Source: an optimization exercise on an open RTL-to-GDS flow (aim: small area, a short achievable clock period and few clock cycles). Production flows keep margins and buffers that such runs may drop. In this exercise RTL edits were held to simulation tests only and were not proved equivalent to the original.

==> violet <==
==> flow/design.v (excerpt) <==
module Riscv_Multi_Cycle
(
	input 			clk,
	input 			reset,
	output	[31:0]	mem_addr,
	output	[31:0]	mem_wdata,
	output			mem_we,
	input		[31:0]	mem_rdata
);
Settings: LEC_CHECK=0, CAP_MARGIN=20, CORE_MARGIN=2, CORE_UTILIZATION=40, SLEW_MARGIN=20; clock period 12.0 ns.
standard.sh (not shown) runs the stock make flow with config.mk's settings and CLKGATE_MAP_FILE= SYNTH_SCRIPT=/design/flow/synth_recipe.tcl, a recipe that flattens the netlist after the stock synthesis.
==> flow/flow/run.sh <==
#!/bin/bash
# The standard layout (standard.sh: its synthesis, floorplan, placement, CTS and
# routing, unchanged), run with a stricter setup target for ORFS's timing repair:
# repair_timing aims for SETUP_SLACK_MARGIN ns of slack at the design's clock.
set -euo pipefail
export SETUP_SLACK_MARGIN=7
bash standard.sh > standard.log 2>&1
==> xenon: changes against violet <==
--- a/flow/design.v
+++ b/flow/design.v
@@ -1341,26 +1341,27 @@
 	output	[31:0]	mem_addr,
 	output	[31:0]	mem_wdata,
 	output			mem_we,
 	input		[31:0]	mem_rdata
 );
 	reg	[31:0]	f_pc;		 
 	reg			vD;
 	reg	[31:1]	oh1, oh2;	 
+	reg			i2_1, i2_2;	 
 	reg	[4:0]	rs1D, rs2D, rdD;
 	reg	[19:0]	immD;		 
 	reg	[31:0]	tgtD;		 
 	reg			d_rtype, d_mul, d_lw, d_sw, d_br, d_bne, d_jal, d_jalr, d_aui;
 	reg			d_add, d_and, d_sll, d_slt, d_wr, ptkD;
 	reg			vE;
 	reg	[31:0]	A, B2;		 
 	reg	[31:0]	X;			 
 	reg	[4:0]	rdE;
-	reg			e_mul, e_lw, e_sw, e_br, e_bne, e_jalr, e_x;
+	reg			e_mul, e_lw, e_sw, e_br, e_bne, e_x;
 	reg			e_add, e_and, e_sll, e_slt, e_wr, ptkE;
 	reg			mul2, mul3;		 
 	reg			redir;			 
 	reg			s_x, s_t;		 
 	reg	[31:1]	valid;		 
 	wire	[1023:0]	xf;
 	wire			wen;
 	wire	[31:0]	wdata;
@@ -1372,78 +1373,83 @@
 			always @(posedge clk)
 				if (wen && rdE == gi) q <= wdata;
 			assign xf[32*gi +: 32] = q;
 		end
 	endgenerate
 	always @(posedge clk or negedge reset)
 		if (!reset) valid <= 31'b0;
 		else if (wen && rdE != 5'd0) valid[rdE] <= 1'b1;
-	wire	[31:1]	sel1 = oh1 & valid;
-	wire	[31:1]	sel2 = oh2 & valid;
 	reg	[31:0]	rs1v, rs2v;
 	integer k;
 	always @* begin
-		rs1v = (oh1[2] & ~valid[2]) ? 32'h7FFFEFFC : 32'b0;
-		rs2v = (oh2[2] & ~valid[2]) ? 32'h7FFFEFFC : 32'b0;
+		rs1v = i2_1 ? 32'h7FFFEFFC : 32'b0;
+		rs2v = i2_2 ? 32'h7FFFEFFC : 32'b0;
 		for (k = 1; k < 32; k = k + 1) begin
-			rs1v = rs1v | ({32{sel1[k]}} & xf[32*k +: 32]);
-			rs2v = rs2v | ({32{sel2[k]}} & xf[32*k +: 32]);
+			rs1v = rs1v | ({32{oh1[k]}} & xf[32*k +: 32]);
+			rs2v = rs2v | ({32{oh2[k]}} & xf[32*k +: 32]);
 		end
 	end
 	wire			e_first = vE & ~mul2 & ~mul3;
 	wire			e_mem = vE & (e_lw | e_sw);
 	wire	[31:0]	sum = A + B2;
 	wire	[31:0]	sllv = (|B2[31:5]) ? 32'b0 : (A << B2[4:0]);
 	wire			lo_lt = A[10:0] < B2[10:0];
 	wire			sltv = B2[11] ? (~&A[31:11] | lo_lt) : (~|A[31:11] & lo_lt);
 	wire	[31:0]	alu_res = ({32{e_add | mul3}} & sum) | ({32{e_and}} & (A & B2)) |
 							  ({32{e_sll}} & sllv) | {31'b0, e_slt & sltv} |
 							  ({32{e_x}} & X);
 	wire			taken = e_bne ^ (A == B2);
-	wire			squash = e_first & ((e_br & (taken ^ ptkE)) | e_jalr);
+	wire			squash = e_first & e_br & (taken ^ ptkE);
 	wire	[15:0]	hs, hc;
 	wire	[31:0]	ls, lc;
 	wire	[31:0]	simmD = {{20{immD[11]}}, immD[11:0]};
 	wire	[31:0]	addrD = rs1v + simmD;
 	mul_hi mh (.a(A), .b(B2), .s(hs), .c(hc));
 	mul_lo ml (.a(A), .b(B2), .xs(X[31:16]), .xc(X[15:0]), .s(ls), .c(lc));
 	assign wen   = (e_first & e_wr) | mul3;
 	assign wdata = e_lw ? mem_rdata : alu_res;
 	wire			e_done = ~vE | mul3 | ~e_mul;
 	wire	[31:0]	F = s_x ? X : s_t ? tgtD : f_pc;
-	assign mem_addr  = F;
+	assign mem_addr  = {F[31:2], 2'b00};
 	assign mem_wdata = B2;
 	assign mem_we    = e_mem & e_sw;
 	wire	[31:0]	i = mem_rdata;
 	wire	[4:0]	op = i[6:2];
 	wire			is_r   = (op == 5'b01100);
 	wire			is_i   = (op == 5'b00100);
 	wire			is_aui = (op == 5'b00101);
 	wire			is_lw  = (op == 5'b00000);
 	wire			is_sw  = (op == 5'b01000);
 	wire			is_br  = (op == 5'b11000);
 	wire			is_jal = (op == 5'b11011);
 	wire			is_jalr= (op == 5'b11001);
 	wire			is_alu = (is_r & ~i[25]) | is_i;
 	wire	[31:0]	dec1 = 32'b1 << i[19:15];
 	wire	[31:0]	dec2 = 32'b1 << i[24:20];
+	wire	[31:0]	decw = 32'b1 << rdE;
+	wire	[31:1]	vnext = valid | ({31{wen}} & decw[31:1]);
+	wire	[31:0]	dr1 = 32'b1 << rs1D;
+	wire	[31:0]	dr2 = 32'b1 << rs2D;
 	wire	[20:0]	bj = ~i[2] ? {{9{i[31]}}, i[7], i[30:25], i[11:8], 1'b0} :
 							 {i[31], i[19:12], i[20], i[30:21], 1'b0};
 	wire	[21:0]	tlo = {1'b0, F[20:0]} + {1'b0, bj};
 	wire	[10:0]	fhi_p = F[31:21] + 11'd1;
 	wire	[10:0]	fhi_m = F[31:21] - 11'd1;
 	wire	[10:0]	thi = (tlo[21] & ~i[31]) ? fhi_p : (~tlo[21] & i[31]) ? fhi_m : F[31:21];
 	wire			ptk_in = is_jal | (is_br & i[12]);
 	wire			byp1 = wen & (rs1D == rdE) & (rs1D != 5'd0);
 	wire			byp2 = wen & (rs2D == rdE) & (rs2D != 5'd0);
-	wire			d_adv = e_done & ~((d_lw | d_sw) & byp1);
-	wire			ldD = ~e_mem & (d_adv | ~vD);
-	wire			s_x_n = squash | (d_adv & vD & ~redir & (d_lw | d_sw));
-	wire			s_t_n = ldD ? (~squash & ptk_in) : d_adv ? 1'b0 : (vD & ptkD);
+	wire			d_adv = e_done & ~((d_lw | d_sw | d_jalr) & byp1);
+	wire			jadv = d_adv & vD & d_jalr;
+	wire			ldD = ~e_mem & (d_adv | ~vD) & ~jadv;
+	wire			d_res = d_br & ~byp1 & ~byp2;
+	wire			d_misp = d_adv & vD & d_res & (d_bne ^ (rs1v == rs2v) ^ ptkD);
+	wire			s_x_n = squash | d_misp | (d_adv & vD & ~redir & (d_lw | d_sw | d_jalr));
+	wire			s_t_n = ldD ? (~squash & ~d_misp & ptk_in) : d_adv ? 1'b0 : (vD & ptkD);
 	always @(posedge clk or negedge reset) begin
 		if (!reset) begin
 			f_pc  <= 32'h00400000;
 			vD    <= 1'b0;
 			vE    <= 1'b0;
 			mul2  <= 1'b0;
 			mul3  <= 1'b0;
 			redir <= 1'b0;
@@ -1451,33 +1457,35 @@
 			s_t   <= 1'b0;
 		end else begin
 			redir <= squash;
 			s_x   <= s_x_n;
 			s_t   <= s_t_n;
 			mul2  <= e_first & e_mul;
 			mul3  <= mul2;
 			if (ldD) begin
-				f_pc <= F + 32'd4;
-				vD   <= ~squash;
+				f_pc <= {F[31:2] + 30'd1, 2'b00};
+				vD   <= ~squash & ~d_misp;
 			end else if (d_adv) begin
 				if (vD & ptkD) f_pc <= tgtD;
 				vD   <= 1'b0;
 			end
 			if (d_adv)
 				vE   <= vD & ~squash & ~redir;
 			else if (e_done)
 				vE   <= 1'b0;
 		end
 	end
 	always @(posedge clk) begin
 		if (ldD) begin
-			tgtD    <= {thi, tlo[20:0]};
-			oh1     <= dec1[31:1];
-			oh2     <= dec2[31:1];
+			tgtD    <= {thi, tlo[20:2], 2'b00};
+			oh1     <= dec1[31:1] & vnext;
+			oh2     <= dec2[31:1] & vnext;
+			i2_1    <= dec1[2] & ~vnext[2];
+			i2_2    <= dec2[2] & ~vnext[2];
 			rs1D    <= i[19:15];
 			rs2D    <= i[24:20];
 			rdD     <= i[11:7];
 			immD    <= is_aui ? i[31:12] - 20'd1 : {8'b0, is_sw ? {i[31:25], i[11:7]} : i[31:20]};
 			d_rtype <= is_r;
 			d_mul   <= is_r & i[25];
 			d_lw    <= is_lw;
 			d_sw    <= is_sw;
@@ -1488,36 +1496,41 @@
 			d_aui   <= is_aui;
 			d_add   <= (is_alu & (i[14:12] == 3'b000)) | is_aui;
 			d_sll   <= is_alu & (i[14:12] == 3'b001);
 			d_slt   <= is_alu & (i[14:12] == 3'b010);
 			d_and   <= is_alu & (i[14:12] == 3'b111);
 			d_wr    <= is_alu | is_aui | is_jal | is_lw;
 			ptkD    <= ptk_in;
 		end
+ 		if (!ldD) begin
+			oh1     <= oh1 | ({31{byp1}} & dr1[31:1]);
+			oh2     <= oh2 | ({31{byp2}} & dr2[31:1]);
+			i2_1    <= i2_1 & ~byp1;
+			i2_2    <= i2_2 & ~byp2;
+		end
 		if (d_adv) begin
 			A       <= d_aui ? f_pc : byp1 ? wdata : rs1v;
 			B2      <= d_aui ? {immD, 12'hFFC} : ~(d_rtype | d_sw | d_br) ? simmD : byp2 ? wdata : rs2v;
-			X       <= (d_lw | d_sw) ? addrD : (d_jal | (d_br & ptkD)) ? f_pc : tgtD;
+			X       <= (d_lw | d_sw | d_jalr) ? addrD : (d_jal | (d_br & ptkD)) ? f_pc : tgtD;
 			rdE     <= rdD;
 			e_mul   <= d_mul;
 			e_lw    <= d_lw;
 			e_sw    <= d_sw;
-			e_br    <= d_br;
+			e_br    <= d_br & ~d_res;
 			e_bne   <= d_bne;
-			e_jalr  <= d_jalr;
 			e_x     <= d_jal;
 			e_add   <= d_add;
 			e_and   <= d_and;
 			e_sll   <= d_sll;
 			e_slt   <= d_slt;
 			e_wr    <= d_wr;
 			ptkE    <= ptkD;
 		end else if (e_first & e_mul) begin
 			X       <= {hs, hc};
 		end else if (mul2) begin
 			A       <= ls;
 			B2      <= lc;
 		end
-		if (squash)
-			X       <= e_jalr ? A : X;
+		if (squash)		 
+			X       <= X;
 	end
 endmodule
==> flow/flow/run.sh (replaced) <==
#!/bin/bash
# The standard layout (standard.sh: its synthesis, floorplan, placement, CTS and
# routing, unchanged), run with a stricter setup target for ORFS's timing repair:
# repair_timing aims for SETUP_SLACK_MARGIN ns of slack at the design's clock.
set -euo pipefail
export SETUP_SLACK_MARGIN=8
bash standard.sh > standard.log 2>&1
- CORE_UTILIZATION: 40 -> 55
- TNS_END_PERCENT: unset -> 0
==> summary of the runs <==
In xenon the non-clock buffer count is higher than in violet, by 25. Of xenon and violet, xenon has the higher area after synthesis (gap 0.49%, measured against violet). In violet the setup slack is lower than in xenon, by 270 ps. Fmax: xenon is higher than violet (about 5.5%). Global-route usage: xenon is higher than violet (15 points). Against violet, the utilization of xenon is higher by 17 points. xenon produced a clean layout. violet completed with no timing, DRC or antenna violations. Of xenon and violet, xenon has the higher first-iteration DRC count (gap about 16%, measured against violet). Between xenon and violet, the lower sequential share of layout area is in xenon (gap 0.68 points).
Testbench counts of violet, summed over its fixed seeds: cycles 57,563.
Testbench counts of xenon, summed over its fixed seeds: cycles 55,858.

## afterwards: timing with drivers on the ports
In the flow no input, the clock included, has a driving cell. The finished layouts below were timed again as built, in two steps. Step 1 sets driving cells, clkbuf_16 on the clock port and buf_2 on the other inputs (assumed; they add their load-dependent delay and slew). Step 2, shift: input delay + t, output delay - t, t = (earliest + latest rising clock arrival at the registers) / 2. This alone moves slack from input paths to output paths. Three values: ideal ports, drivers, drivers and shift; two values: the first two.
| run | t (ns) | setup slack, ns | worst slew at a driven data input, ns |
|---|---|---|---|
| violet | 0.879 | 6.888 / 6.822 / 5.943 | 0.14 |
| xenon | 0.891 | 7.155 / 7.133 / 6.242 | 0.24 |
After both steps every run listed still meets setup and hold. The setup slack of violet, which loses most, moves by -0.066 ns with the drivers and by -0.945 ns with both steps.
